From an optimization exercise on the open Yosys and OpenROAD flow, aimed at small area; shortcuts taken in it are not production practice. Function was checked by simulation only, so behaviour that the tests miss may differ from the original.

==> inputs of run a <==
Design ASP, start of the top module:
module ASP #(parameter data_size = 32, parameter tag_size = 8, parameter mem_depth = 256) (
    input clk,
    input reset,
    input data_parity_ready_in,
    input[(data_size):0] data_parity_in,
    input network_data_ready_in,
    input network_ACK_in,
    input[(data_size+tag_size-1):0] network_data_tag_in,
    output parity_error_out,
    output host_data_ready_out,
    output[(data_size-1):0] host_data_out,
    output network_data_ready_out,
    output network_ACK_out,
    output[(data_size+tag_size-1):0] network_data_tag_out
);
    function [7:0] tag;
        input [31:0] d;
        reg [7:0] b0, b1, b2, b3;
        begin
            b0 = ~d[7:0];
            b1 = d[15:8];
            b2 = ~d[23:16];
            b3 = ~d[31:24];
            tag = {b0[2:0], b0[7:3]} ^ {b1[2:0], b1[7:3]} ^ {b2[5:0], b2[7:6]} ^ {b3[0], b3[7:1]};
        end
    endfunction
    wire e_in = ^data_parity_in;
    wire m_in = (network_data_tag_in[7:0] == tag(network_data_tag_in[39:8]));
    wire a_in = network_data_ready_in & ~network_ACK_in & m_in;
    wire t_in = ~network_data_ready_in & data_parity_ready_in & ~e_in;
    reg [31:0] h1, n1, x2, x3, y2, y3;
    reg e1, e2, e3, a1, a2, a3, t1, t2, t3;
    reg xn1;   
    always @(posedge clk) begin
        h1 <= data_parity_in[32:1];
        n1 <= network_data_tag_in[39:8];
        xn1 <= a_in & ~e_in;
        x2 <= ({32{e1}} & h1) | ({32{xn1}} & n1);
  ...
==> module ASP, before the edit <==
module ASP #(parameter data_size = 32, parameter tag_size = 8, parameter mem_depth = 256) (
    input clk,
    input reset,
    input data_parity_ready_in,
    input[(data_size):0] data_parity_in,
    input network_data_ready_in,
    input network_ACK_in,
    input[(data_size+tag_size-1):0] network_data_tag_in,
    output parity_error_out,
    output host_data_ready_out,
    output[(data_size-1):0] host_data_out,
    output network_data_ready_out,
    output network_ACK_out,
    output[(data_size+tag_size-1):0] network_data_tag_out
);
    function [7:0] tag;
        input [31:0] d;
        reg [7:0] b0, b1, b2, b3;
        begin
            b0 = ~d[7:0];
            b1 = d[15:8];
            b2 = ~d[23:16];
            b3 = ~d[31:24];
            tag = {b0[2:0], b0[7:3]} ^ {b1[2:0], b1[7:3]} ^ {b2[5:0], b2[7:6]} ^ {b3[0], b3[7:1]};
        end
    endfunction
    wire e_in = ^data_parity_in;
    wire m_in = (network_data_tag_in[7:0] == tag(network_data_tag_in[39:8]));
    wire a_in = network_data_ready_in & ~network_ACK_in & m_in;
    wire t_in = ~network_data_ready_in & data_parity_ready_in & ~e_in;
    reg [31:0] h1, n1, x2, x3, y2, y3;
    reg e1, e2, e3, a1, a2, a3, t1, t2, t3;
    reg xn1;   
    always @(posedge clk) begin
        h1 <= data_parity_in[32:1];
        n1 <= network_data_tag_in[39:8];
        xn1 <= a_in & ~e_in;
        x2 <= ({32{e1}} & h1) | ({32{xn1}} & n1);
        y2 <= ({32{a1}} & n1) | ({32{t1}} & h1);
        x3 <= x2;
        y3 <= y2;
        if (reset) begin
            {e1, a1, t1} <= 3'b000;
            {e2, a2, t2} <= 3'b000;
            {e3, a3, t3} <= 3'b000;
        end else begin
            {e1, a1, t1} <= {e_in, a_in, t_in};
            {e2, a2, t2} <= {e1, a1, t1};
            {e3, a3, t3} <= {e2, a2, t2};
        end
    end
    assign parity_error_out       = ~reset & e3;
    assign host_data_ready_out    = ~reset & (e3 | a3);
    assign network_data_ready_out = ~reset & (t3 | a3);
    assign network_ACK_out        = ~reset & a3;
    assign host_data_out          = x3;
    assign network_data_tag_out   = {y3, tag(y3)};
endmodule
clock: 5.0 ns
lec_check: 0
cap_margin: 20
core_margin: 2
core_utilization: 70
slew_margin: 20
standard.sh (not shown) runs the stock make flow with config.mk's settings and CLKGATE_MAP_FILE= SYNTH_SCRIPT=/design/flow/synth_recipe.tcl, a recipe that flattens the netlist after the stock synthesis.
==> flow/flow/run.sh <==
#!/bin/bash
set -euo pipefail
export BUFFER_PORTS_ARGS="-buffer_cell sky130_fd_sc_hd__buf_1"
export CTS_ARGS="-sink_clustering_enable -repair_clock_nets -dont_use_dummy_load -buf_list sky130_fd_sc_hd__clkbuf_4 -sink_clustering_size 12 -sink_clustering_max_diameter 40"
bash standard.sh > standard.log 2>&1
==> run b (differences from run a) <==
--- a/flow/design.v
+++ b/flow/design.v
@@ -32,3 +32,2 @@
     reg e1, e2, e3, a1, a2, a3, t1, t2, t3;
-    reg xn1;   
     always @(posedge clk) begin
@@ -36,4 +35,3 @@
         n1 <= network_data_tag_in[39:8];
-        xn1 <= a_in & ~e_in;
-        x2 <= ({32{e1}} & h1) | ({32{xn1}} & n1);
+        x2 <= ({32{e1}} & h1) | ({32{a1 & ~e1}} & n1);
         y2 <= ({32{a1}} & n1) | ({32{t1}} & h1);
Settings changed: CORE_UTILIZATION 70 to 60.
==> run c (differences from run a) <==
--- a/flow/design.v
+++ b/flow/design.v
@@ -31,4 +31,3 @@
     reg [31:0] h1, n1, x2, x3, y2, y3;
-    reg e1, e2, e3, a1, a2, a3, t1, t2, t3;
-    reg xn1;   
+    reg e1, e2, e3, a1, a2, a3, t1, xn1;
     always @(posedge clk) begin
@@ -36,17 +35,17 @@
         n1 <= network_data_tag_in[39:8];
-        xn1 <= a_in & ~e_in;
-        x2 <= ({32{e1}} & h1) | ({32{xn1}} & n1);
+        x2[31:1] <= ({31{e1}} & h1[31:1]) | ({31{xn1}} & n1[31:1]);
         y2 <= ({32{a1}} & n1) | ({32{t1}} & h1);
-        x3 <= x2;
+        x3[31:1] <= x2[31:1];
         y3 <= y2;
         if (reset) begin
-            {e1, a1, t1} <= 3'b000;
-            {e2, a2, t2} <= 3'b000;
-            {e3, a3, t3} <= 3'b000;
+            {e1, a1, t1, xn1} <= 4'b0000;
+            {e2, a2, x2[0]} <= 3'b000;
+            {e3, a3, x3[0]} <= 3'b000;
         end else begin
-            {e1, a1, t1} <= {e_in, a_in, t_in};
-            {e2, a2, t2} <= {e1, a1, t1};
-            {e3, a3, t3} <= {e2, a2, t2};
+            {e1, a1, t1, xn1} <= {e_in, a_in, t_in, a_in & ~e_in};
+            {e2, a2, x2[0]} <= {e1, a1, (e1 & h1[0]) | (xn1 & n1[0]) | t1};
+            {e3, a3, x3[0]} <= {e2, a2, x2[0]};
         end
     end
+    wire t3 = ~e3 & ~a3 & x3[0];
     assign parity_error_out       = ~reset & e3;
==> flow/flow/run.sh (replaced) <==
#!/bin/bash
set -euo pipefail
export BUFFER_PORTS_ARGS="-buffer_cell sky130_fd_sc_hd__buf_1"
export REMOVE_ABC_BUFFERS=1
export CTS_ARGS="-sink_clustering_enable -repair_clock_nets -dont_use_dummy_load -buf_list {sky130_fd_sc_hd__clkbuf_4 sky130_fd_sc_hd__clkbuf_8} -sink_clustering_size 12 -sink_clustering_max_diameter 40"
bash standard.sh > standard.log 2>&1
Settings changed: GPL_TIMING_DRIVEN set to 0.
==> comparison <==
Run b produced a clean layout. Run a produced a clean layout. Run c finished with timing, DRC and antenna clean.
In fmax, run a and run c hardly differ.
Final cell count, highest first: run b, run a, run c.
Worst setup slack, highest first: run a, run c, run b.
Of run c and run b, run c has the higher register-to-register slack (gap 0.05 ns).

[separate check: timing with driven ports]
In the flow no input, the clock included, has a driving cell. The finished layouts below were timed again as built, in two steps. Step 1 sets driving cells, clkbuf_16 on the clock port and buf_2 on the other inputs (assumed; they add their load-dependent delay and slew). Step 2 adds t to the input delays and takes it off the output delays; t is the mean of the earliest and latest rising clock arrival at the registers after step 1. Input paths then give back, and output paths get back, about the clock's delay inside the block. Three values: no drivers, after step 1, after step 2; two values: the first two.
run | shift t [ns] | slack for setup (ns) | pins driven straight from the clock port
run a | 0.574 | 2.096 / 2.066 / 2.066 | 1
run b | 0.558 | 2.040 / 2.017 / 2.017 | 1
run c | 0.459 | 2.095 / 2.073 / 2.073 | 1
After both steps setup and hold are still met in every run listed. The setup slack of run a, which loses most, moves by -0.030 ns with the drivers and by -0.030 ns with both steps.
